What follows belongs to an exercise in optimizing a design on an open flow for small area and a short achievable clock period; a production flow would make more cautious choices. Function was checked by simulation only, so behaviour that the tests miss may differ from the original.

==> inputs of run a <==
// Chevychev_highpass
module Chevychev_highpass (
    data_in, data_out, clk, rst
);
Settings: LEC_CHECK=0, CAP_MARGIN=20, CORE_MARGIN=2, CORE_UTILIZATION=40, SLEW_MARGIN=20, SYNTH_HIERARCHICAL=1, SYNTH_MINIMUM_KEEP_SIZE=0; clock period 16.0 ns.
standard.sh (not shown) runs the stock make flow with config.mk's settings and CLKGATE_MAP_FILE= SYNTH_SCRIPT=/design/flow/synth_recipe.tcl, a recipe that flattens the netlist after the stock synthesis.
==> flow/flow/run.sh <==
#!/bin/bash
# The standard layout (standard.sh), with three changes to how it is made:
#  - port buffers are buf_4 instead of the default (a slow delay buffer),
#  - timing repair aims for 7.85 ns of setup slack (the design runs well below
#    the 16 ns clock, so the default repair would never act),
#  - clock tree: clkbuf_8 buffers, sinks clustered by 20 within 60 um, no
#    dummy loads.
# The full make output goes to standard_sh.log; ORFS keeps per-step logs in orfs/logs.
set -euo pipefail
bash standard.sh \
  "BUFFER_PORTS_ARGS=-buffer_cell sky130_fd_sc_hd__buf_4" \
  SETUP_SLACK_MARGIN=7.85 \
  "CTS_ARGS=-sink_clustering_enable -repair_clock_nets -dont_use_dummy_load -sink_clustering_size 20 -sink_clustering_max_diameter 60 -buf_list sky130_fd_sc_hd__clkbuf_8" \
  finish > standard_sh.log 2>&1
==> run b: changes against run a <==
==> flow/flow/run.sh (replaced) <==
#!/bin/bash
# The standard layout (standard.sh), with three changes to how it is made:
#  - port buffers are buf_4 instead of the default (a slow delay buffer),
#  - timing repair aims for 7.6 ns of setup slack (the design runs well below
#    the 16 ns clock, so the default repair would never act),
#  - clock tree: clkbuf_8 buffers, sinks clustered by 20 within 60 um, no
#    dummy loads.
# The full make output goes to standard_sh.log; ORFS keeps per-step logs in orfs/logs.
set -euo pipefail
bash standard.sh \
  "BUFFER_PORTS_ARGS=-buffer_cell sky130_fd_sc_hd__buf_4" \
  SETUP_SLACK_MARGIN=7.6 \
  "CTS_ARGS=-sink_clustering_enable -repair_clock_nets -dont_use_dummy_load -sink_clustering_size 20 -sink_clustering_max_diameter 60 -buf_list sky130_fd_sc_hd__clkbuf_8" \
  finish > standard_sh.log 2>&1
==> comparison table <==
                                                                                run b                    run a
Area added between synthesis and finish                                        8.858%                   10.11%
Final core utilization                                                         0.4418                   0.4469
Routed wl met2                                                               15.80 mm                 16.02 mm
Clock buffer and inverter area fraction after layout                          0.01446                  0.01430
Routed via count                                                                7,956                    7,981
Layout Skew                                                                  30.33 ps                 31.88 ps
Fraction of final layout cells sized beyond drive strength 1                   0.1053                   0.1216
Transition time at the pin with the least slew margin                        880.8 ps                 862.5 ps
Critical path's slowest cell                                  sky130_fd_sc_hd__xor2_1  sky130_fd_sc_hd__a21o_4
Outcome                                              no timing/DRC/antenna violations  no timing/DRC/antenna violations
Ratio of routed vias to standard cells                                          4.753                    4.782
Fraction of standard cell area in multi-input logic                            0.6764                   0.6794
Worst path setup slack after routing                                          7702 ps                  7845 ps

* * *

==> inputs of 03-10 <==
==> flow/design.v <==
module Chevychev_highpass (
    data_in, data_out, clk, rst
);
  output[17:0] data_out;
    input[7:0] data_in;
    input clk, rst;
    parameter b0 = 8'b10000001;
    parameter b1 = 8'b01110110;
    parameter b2 = 8'b10100100;
    parameter b3 = 8'b00101011;
    parameter b4 = 8'b11111111;
    parameter b5 = 8'b00000000;
    parameter b6 = 8'b11010100;
    parameter b7 = 8'b01011011;
    parameter b8 = 8'b10001001;
    parameter b9 = 8'b01111110;
    parameter a1 = 8'b00000000;
    parameter a2 = 8'b11111111;
    parameter a3 = 8'b00010010;
    parameter a4 = 8'b10111110;
    parameter a5 = 8'b01011101;
    parameter a6 = 8'b01110011;
    parameter a7 = 8'b01100100;
    parameter a8 = 8'b01010101;
    parameter a9 = 8'b01010101;
    wire[17:0] data_feedforward;
    wire[17:0] data_feedback;
    reg[17:0] ff_data[1:9];
    reg[17:0] fb_data[1:9];
    assign data_feedforward = b0*data_in+b1*ff_data[1]+b2*ff_data[2]+b3*ff_data[3]+b4*ff_data[4]+b5*ff_data[5]+b6*ff_data[6]+b7*ff_data[7]+b8*ff_data[8]+b9*ff_data[9];
    assign data_feedback = a1*fb_data[1]+a2*fb_data[2]+a3*fb_data[3]+a4*fb_data[4]+a5*fb_data[5]+a6*fb_data[6]+a7*fb_data[7]+a8*fb_data[8]+a9*fb_data[9];
    assign data_out = (data_feedforward - data_feedback);
    integer k;
    always @ (posedge clk)
        if (rst==1)
        begin
            for (k=1;k<=9;k=k+1)
            begin
                ff_data[k]<=0;
                fb_data[k]<=0;
            end
        end
        else
        begin
            ff_data[1]<=data_in;
            fb_data[1]<=data_out;
            for (k=2;k<=9;k=k+1)
            begin
                ff_data[k]<=ff_data[k-1];
                fb_data[k]<=fb_data[k-1];
            end
        end
endmodule
==> flow/run.sh <==
#!/bin/bash
# synth_recipe.tcl (not shown) runs the flow's synth.tcl, then flattens the netlist and writes it again
# the make line also repeats each setting of config.mk as NAME=value (left out here)
make -C /OpenROAD-flow-scripts/flow DESIGN_CONFIG=/design/flow/config.mk WORK_HOME=/design/flow/orfs CLKGATE_MAP_FILE= SYNTH_SCRIPT=/design/flow/synth_recipe.tcl finish
==> flow/config.mk <==
export PLATFORM = sky130hd
export DESIGN_NAME = Chevychev_highpass
export DESIGN_NICKNAME = Chevychev_highpass
export VERILOG_FILES = /design/flow/design.v
export SDC_FILE = /design/flow/constraint.sdc
export NUM_CORES = 4
export LEC_CHECK = 0
export CAP_MARGIN = 20
export CORE_MARGIN = 2
export CORE_UTILIZATION = 40
export SLEW_MARGIN = 20
==> flow/constraint.sdc <==
create_clock -name core_clock -period 16.0 [get_ports {clk}]
set_input_delay 3.2000 -clock core_clock [delete_from_list [all_inputs] [get_ports {clk}]]
set_output_delay 3.2000 -clock core_clock [all_outputs]
set_load 0.01 [all_outputs]
==> inputs of 11-02, as changes to 03-10 <==
==> flow/design.v (replaced) <==
module Chevychev_highpass (
    data_in, data_out, clk, rst
);
    output [17:0] data_out;
    input  [7:0]  data_in;
    input         clk, rst;
    reg  [7:0]  X;
    reg  [17:0] Y;
    reg  [17:0] w1, w2, w3, w4, w5, w6, w7, w8;
    wire [17:0] x18 = {10'd0, data_in};
    wire [17:0] X18 = {10'd0, X};
    assign data_out = 18'd129 * x18 + 18'd118 * X18 + w1;
    always @(posedge clk) begin
        if (rst) begin
            X <= 0; Y <= 0;
            w1 <= 0; w2 <= 0; w3 <= 0; w4 <= 0;
            w5 <= 0; w6 <= 0; w7 <= 0; w8 <= 0;
        end else begin
            X  <= data_in;
            Y  <= data_out;
            w1 <= 18'd164 * X18 - 18'd255 * Y + w2;
            w2 <= 18'd43  * X18 - 18'd18  * Y + w3;
            w3 <= 18'd255 * X18 - 18'd190 * Y + w4;
            w4 <=                 - 18'd93  * Y + w5;
            w5 <= 18'd212 * X18 - 18'd115 * Y + w6;
            w6 <= 18'd91  * X18 - 18'd100 * Y + w7;
            w7 <= 18'd137 * X18 - 18'd85  * Y + w8;
            w8 <= 18'd126 * X18 - 18'd85  * Y;
        end
    end
endmodule
==> summary.txt <==
- Of 03-10 and 11-02, 11-02 has the higher maximum frequency (gap 25%, measured against 11-02).
- Between 03-10 and 11-02, the lower clock skew is in 11-02 (gap 0.022 ns).
- In 11-02 the first-iteration DRC count is larger than in 03-10, by about 26%.
- In 11-02 the flip-flop and latch count is lower than in 03-10, by 64.
- Of 11-02 and 03-10, 11-02 has the higher wire length (gap 16%, measured against 03-10).
- Global-route usage: 11-02 is higher than 03-10 (3.2 points).
==> figures <==
Status: 11-02 no timing/DRC/antenna violations; 03-10 no timing/DRC/antenna violations
Classification of the worst setup path: 11-02 in -> out; 03-10 reg -> out
Relative max-transition margin: 11-02 0.233; 03-10 0.370
Hold slack: 11-02 0.538 ns; 03-10 0.431 ns
Launch instance of the worst min-delay path: 11-02 w6[0]; 03-10 fb_data[1][9]
Slack of the critical path: 11-02 4.40 ns; 03-10 0.615 ns
FMAX: 11-02 0.0862 GHz; 03-10 0.0650 GHz
Termination of the worst setup path: 11-02 data_out[16]; 03-10 data_out[17]
Simple-gate area share of the yosys netlist: 11-02 0.0848; 03-10 0.0502
Number of combinational gates with multiple inputs: 11-02 2244; 03-10 1815
DIE AREA: 11-02 79700 um2; 03-10 83600 um2
Worst hold endpoint: 11-02 w5[0]; 03-10 fb_data[2][9]
DPL Wire Length: 11-02 70700 um; 03-10 64400 um
Relative area change from synthesis to final layout: 11-02 7.56%; 03-10 8.68%
Starting utilization of the core area: 11-02 0.402; 03-10 0.404

* * *

==> inputs of run Y <==
Chevychev_highpass, a different RTL version from the one above (not shown whole).
==> flow/config.mk <==
export PLATFORM = sky130hd
export DESIGN_NAME = Chevychev_highpass
export DESIGN_NICKNAME = Chevychev_highpass
export VERILOG_FILES = /design/flow/design.v
export SDC_FILE = /design/flow/constraint.sdc
export NUM_CORES = 4
export LEC_CHECK = 0
export CAP_MARGIN = 20
export CORE_MARGIN = 2
export CORE_UTILIZATION = 40
export SLEW_MARGIN = 20
export SYNTH_HIERARCHICAL = 1
export SYNTH_MINIMUM_KEEP_SIZE = 0
==> flow/constraint.sdc <==
create_clock -name core_clock -period 16.0 [get_ports {clk}]
set_input_delay 3.2000 -clock core_clock [delete_from_list [all_inputs] [get_ports {clk}]]
set_output_delay 3.2000 -clock core_clock [all_outputs]
set_load 0.01 [all_outputs]
==> flow/flow/run.sh <==
#!/bin/bash
# The standard layout (standard.sh), with three changes to how it is made:
#  - port buffers are buf_4 instead of the default (a slow delay buffer),
#  - timing repair aims for 7.75 ns of setup slack (the design runs well below
#    the 16 ns clock, so the default repair would never act),
#  - clock tree: clkbuf_8 buffers, sinks clustered by 20 within 60 um, no
#    dummy loads.
# The full make output goes to standard_sh.log; ORFS keeps per-step logs in orfs/logs.
set -euo pipefail
bash standard.sh \
  "BUFFER_PORTS_ARGS=-buffer_cell sky130_fd_sc_hd__buf_4" \
  SETUP_SLACK_MARGIN=7.75 \
  "CTS_ARGS=-sink_clustering_enable -repair_clock_nets -dont_use_dummy_load -sink_clustering_size 20 -sink_clustering_max_diameter 60 -buf_list sky130_fd_sc_hd__clkbuf_8" \
  finish > standard_sh.log 2>&1
==> run C: changes against run Y <==
--- a/flow/design.v
+++ b/flow/design.v
@@ -1340,50 +1340,52 @@
     wire s_1232;
     iir_xor us_1232 (.a(RS[16]), .b(p_1191), .s(s_1232));
     wire s_1233;
     iir_xor us_1233 (.a(RS[17]), .b(p_1215), .s(s_1233));
     assign data_out = {s_1233,s_1232,s_1231,s_1230,s_1229,s_1228,s_1227,s_1226,s_1225,s_1224,s_1223,s_1222,s_1221,s_1220,s_1219,s_1218,s_1217,s_1131};
+    wire rstn;
+    iir_inv u_rstn (.a(rst), .y(rstn));
+    wire [7:0] DXN = {~(data_in[7] & rstn), ~(data_in[6] & rstn), ~(data_in[5] & rstn), ~(data_in[4] & rstn), ~(data_in[3] & rstn), ~(data_in[2] & rstn), ~(data_in[1] & rstn), ~(data_in[0] & rstn)};
+    wire [17:0] DYN = {~(data_out[17] & rstn), ~(data_out[16] & rstn), ~(data_out[15] & rstn), ~(data_out[14] & rstn), ~(data_out[13] & rstn), ~(data_out[12] & rstn), ~(data_out[11] & rstn), ~(data_out[10] & rstn), ~(data_out[9] & rstn), ~(data_out[8] & rstn), ~(data_out[7] & rstn), ~(data_out[6] & rstn), ~(data_out[5] & rstn), ~(data_out[4] & rstn), ~(data_out[3] & rstn), ~(data_out[2] & rstn), ~(data_out[1] & rstn), ~(data_out[0] & rstn)};
+    wire [17:0] DRS = {~(VS[17] | rst), ~(VS[16] | rst), ~(VS[15] | rst), ~(VS[14] | rst), ~(VS[13] | rst), ~(VS[12] | rst), ~(VS[11] | rst), ~(VS[10] | rst), ~(VS[9] | rst), ~(VS[8] | rst), ~(VS[7] | rst), ~(VS[6] | rst), ~(VS[5] | rst), ~(VS[4] | rst), ~(VS[3] | rst), ~(VS[2] | rst), ~(VS[1] | rst), ~(VS[0] | rst)};
+    wire [17:0] DR3 = {~(V3[17] & rstn), ~(V3[16] | rst), ~(V3[15] | rst), ~(V3[14] & rstn), ~(V3[13] & rstn), ~(V3[12] & rstn), ~(V3[11] & rstn), ~(V3[10] & rstn), ~(V3[9] | rst), ~(V3[8] | rst), ~(V3[7] & rstn), ~(V3[6] | rst), ~(V3[5] & rstn), ~(V3[4] | rst), ~(V3[3] | rst), ~(V3[2] & rstn), ~(V3[1] | rst), ~(V3[0] | rst)};
+    wire [0:0] DR3c = {~(V3c[0] | rst)};
+    wire [17:0] DR4 = {~(V4[17] | rst), ~(V4[16] & rstn), ~(V4[15] & rstn), ~(V4[14] | rst), ~(V4[13] | rst), ~(V4[12] | rst), ~(V4[11] | rst), ~(V4[10] & rstn), ~(V4[9] | rst), ~(V4[8] & rstn), ~(V4[7] | rst), ~(V4[6] & rstn), ~(V4[5] & rstn), ~(V4[4] | rst), ~(V4[3] & rstn), ~(V4[2] & rstn), ~(V4[1] | rst), ~(V4[0] & rstn)};
+    wire [0:0] DR4c = {~(V4c[0] | rst)};
+    wire [17:0] DR5 = {~(V5[17] | rst), ~(V5[16] & rstn), ~(V5[15] | rst), ~(V5[14] & rstn), ~(V5[13] & rstn), ~(V5[12] & rstn), ~(V5[11] & rstn), ~(V5[10] & rstn), ~(V5[9] | rst), ~(V5[8] | rst), ~(V5[7] & rstn), ~(V5[6] & rstn), ~(V5[5] | rst), ~(V5[4] & rstn), ~(V5[3] & rstn), ~(V5[2] | rst), ~(V5[1] & rstn), ~(V5[0] | rst)};
+    wire [0:0] DR5c = {~(V5c[0] | rst)};
+    wire [17:0] DR6 = {~(V6[17] & rstn), ~(V6[16] | rst), ~(V6[15] & rstn), ~(V6[14] | rst), ~(V6[13] | rst), ~(V6[12] | rst), ~(V6[11] | rst), ~(V6[10] & rstn), ~(V6[9] | rst), ~(V6[8] & rstn), ~(V6[7] & rstn), ~(V6[6] | rst), ~(V6[5] | rst), ~(V6[4] | rst), ~(V6[3] | rst), ~(V6[2] | rst), ~(V6[1] & rstn), ~(V6[0] | rst)};
+    wire [0:0] DR6c = {~(V6c[0] | rst)};
+    wire [17:0] DR7 = {~(V7[17] | rst), ~(V7[16] | rst), ~(V7[15] | rst), ~(V7[14] & rstn), ~(V7[13] | rst), ~(V7[12] & rstn), ~(V7[11] & rstn), ~(V7[10] & rstn), ~(V7[9] | rst), ~(V7[8] | rst), ~(V7[7] & rstn), ~(V7[6] & rstn), ~(V7[5] | rst), ~(V7[4] | rst), ~(V7[3] & rstn), ~(V7[2] & rstn), ~(V7[1] & rstn), ~(V7[0] | rst)};
+    wire [0:0] DR7c = {~(V7c[0] | rst)};
+    wire [17:0] DR8 = {~(V8[17] & rstn), ~(V8[16] & rstn), ~(V8[15] & rstn), ~(V8[14] | rst), ~(V8[13] | rst), ~(V8[12] & rstn), ~(V8[11] & rstn), ~(V8[10] & rstn), ~(V8[9] | rst), ~(V8[8] & rstn), ~(V8[7] & rstn), ~(V8[6] | rst), ~(V8[5] | rst), ~(V8[4] & rstn), ~(V8[3] | rst), ~(V8[2] & rstn), ~(V8[1] & rstn), ~(V8[0] | rst)};
+    wire [0:0] DR8c = {~(V8c[0] | rst)};
+    wire [17:0] DR9 = {~(V9[17] & rstn), ~(V9[16] & rstn), ~(V9[15] & rstn), ~(V9[14] & rstn), ~(V9[13] | rst), ~(V9[12] & rstn), ~(V9[11] & rstn), ~(V9[10] | rst), ~(V9[9] & rstn), ~(V9[8] & rstn), ~(V9[7] & rstn), ~(V9[6] | rst), ~(V9[5] | rst), ~(V9[4] & rstn), ~(V9[3] & rstn), ~(V9[2] & rstn), ~(V9[1] & rstn), ~(V9[0] | rst)};
+    wire [0:0] DR9c = {~(V9c[0] | rst)};
     always @(posedge clk) begin
-        if (rst) begin
-            XN <= 8'hff;
-            YN <= 18'h3ffff;
-            RS <= 18'd0;
-            R3 <= 18'd162980;
-            R3c <= 1'd0;
-            R4 <= 18'd99693;
-            R4c <= 1'd0;
-            R5 <= 18'd97498;
-            R5c <= 1'd0;
-            R6 <= 18'd165250;
-            R6c <= 1'd0;
-            R7 <= 18'd23758;
-            R7c <= 1'd0;
-            R8 <= 18'd236950;
-            R8c <= 1'd0;
-            R9 <= 18'd252830;
-            R9c <= 1'd0;
-        end else begin
-            XN <= ~data_in;
-            YN <= ~data_out;
-            RS <= ~VS;
-            R3 <= ~V3;
-            R3c <= ~V3c;
-            R4 <= ~V4;
-            R4c <= ~V4c;
-            R5 <= ~V5;
-            R5c <= ~V5c;
-            R6 <= ~V6;
-            R6c <= ~V6c;
-            R7 <= ~V7;
-            R7c <= ~V7c;
-            R8 <= ~V8;
-            R8c <= ~V8c;
-            R9 <= ~V9;
-            R9c <= ~V9c;
-        end
+        XN <= DXN;
+        YN <= DYN;
+        RS <= DRS;
+        R3 <= DR3;
+        R4 <= DR4;
+        R5 <= DR5;
+        R6 <= DR6;
+        R7 <= DR7;
+        R8 <= DR8;
+        R9 <= DR9;
+        R3c <= DR3c;
+        R4c <= DR4c;
+        R5c <= DR5c;
+        R6c <= DR6c;
+        R7c <= DR7c;
+        R8c <= DR8c;
+        R9c <= DR9c;
     end
 endmodule
+module iir_inv (input a, output y);
+    assign y = ~a;
+endmodule
 module iir_fa (input a, input b, input c, output s, output co);
     assign s  = a ^ b ^ c;
     assign co = (a & b) | (a & c) | (b & c);
 endmodule
 module iir_xor (input a, input b, output s);
==> flow/flow/run.sh (replaced) <==
#!/bin/bash
# The standard layout (standard.sh), with three changes to how it is made:
#  - port buffers are buf_4 instead of the default (a slow delay buffer),
#  - timing repair aims for 7.5 ns of setup slack (the design runs well below
#    the 16 ns clock, so the default repair would never act),
#  - clock tree: clkbuf_8 buffers, sinks clustered by 20 within 60 um, no
#    dummy loads.
# The full make output goes to standard_sh.log; ORFS keeps per-step logs in orfs/logs.
set -euo pipefail
bash standard.sh \
  "BUFFER_PORTS_ARGS=-buffer_cell sky130_fd_sc_hd__buf_4" \
  SETUP_SLACK_MARGIN=7.5 \
  "CTS_ARGS=-sink_clustering_enable -repair_clock_nets -dont_use_dummy_load -sink_clustering_size 20 -sink_clustering_max_diameter 60 -buf_list sky130_fd_sc_hd__clkbuf_8" \
  finish > standard_sh.log 2>&1
==> run P: changes against run Y <==
==> flow/flow/run.sh (replaced) <==
#!/bin/bash
# The standard layout (standard.sh), with three changes to how it is made:
#  - port buffers are buf_4 instead of the default (a slow delay buffer),
#  - timing repair aims for 7.5 ns of setup slack (the design runs well below
#    the 16 ns clock, so the default repair would never act),
#  - clock tree: clkbuf_8 buffers, sinks clustered by 20 within 60 um, no
#    dummy loads.
# The full make output goes to standard_sh.log; ORFS keeps per-step logs in orfs/logs.
set -euo pipefail
bash standard.sh \
  "BUFFER_PORTS_ARGS=-buffer_cell sky130_fd_sc_hd__buf_4" \
  SETUP_SLACK_MARGIN=7.5 \
  "CTS_ARGS=-sink_clustering_enable -repair_clock_nets -dont_use_dummy_load -sink_clustering_size 20 -sink_clustering_max_diameter 60 -buf_list sky130_fd_sc_hd__clkbuf_8" \
  finish > standard_sh.log 2>&1
==> summary.txt <==
Fraction of the mapped netlist area in compound gates: run P 2.482%; run C 2.522%; run Y 2.482%
Post-route clock period utilization: run P 52.97%; run C 52.70%; run Y 52.77%
Clock period minus worst slack: run P 8.475 ns; run C 8.431 ns; run Y 8.443 ns
Top fanout value on the critical path: run P 6; run C 6; run Y 4
Depth of the worst register-to-register path: run P 21; run C 22; run Y 22
Register Area: run P 3543 um2; run C 3545 um2; run Y 3548 um2
Destination of the worst hold path: run P R5[0]$_SDFF_PP0_; run C R6[0]$_DFF_P_; run Y R5[0]$_SDFF_PP0_
Clk slew on worst S/H paths: run P 0.08 ns; run C 0.09 ns; run Y 0.08 ns
Final wirelength: run P 29550 um; run C 29700 um; run Y 30180 um
Register area share after synthesis: run P 23.83%; run C 24.21%; run Y 23.83%
Buffers inserted by post-CTS timing repair: run P 0; run C 7; run Y 15
Inst Count DP: run P 1572; run C 1576; run Y 1572
Average instance area after synthesis: run P 13.53 um2; run C 13.30 um2; run Y 13.53 um2
Peak per-stage delay on the critical path: run P 0.28 ns; run C 0.37 ns; run Y 0.28 ns
Final RePlAce weighted congestion: run P 0.8279; run C 0.8221; run Y 0.8279
Status: run P no timing/DRC/antenna violations; run C no timing/DRC/antenna violations; run Y no timing/DRC/antenna violations

==> port drivers added, routing unchanged <==
No port has a modelled driver above. Below, the same layouts with a new extraction and two added sets of constraints.
Step 1: set_driving_cell puts a clkbuf_16 on clk and a buf_2 on each other input, an assumption about the parent block.
Step 2 moves the port delays by t, midway between the first and last clock arrival at a register: inputs arrive t later, outputs are due t later. That takes back most of the time a late clock gives input paths.
a / b / c = ideal / step 1 / step 2; a / b = the first two.
run	t, ns	setup slack, ns	latest minus earliest clock arrival (ns)	worst data-port slew with drivers (ns)
run a	0.510	7.845 / 7.795 / 7.795	0.032 / 0.031	0.06
run b	0.511	7.702 / 7.679 / 7.679	0.030 / 0.030	0.04
03-10	0.621	0.615 / 0.548 / 1.082	0.039 / 0.039	0.07
11-02	0.573	4.404 / 4.382 / 4.382	0.018 / 0.017	0.05
run Y	0.535	7.557 / 7.508 / 7.508	0.037 / 0.036	0.06
run C	0.499	7.569 / 7.547 / 7.547	0.034 / 0.033	0.04
run P	0.533	7.525 / 7.481 / 7.481	0.036 / 0.036	0.06
After both steps every run listed still meets setup and hold. For run a, which loses most, drivers alone change the setup slack by -0.050 ns; drivers and shift together by -0.050 ns.
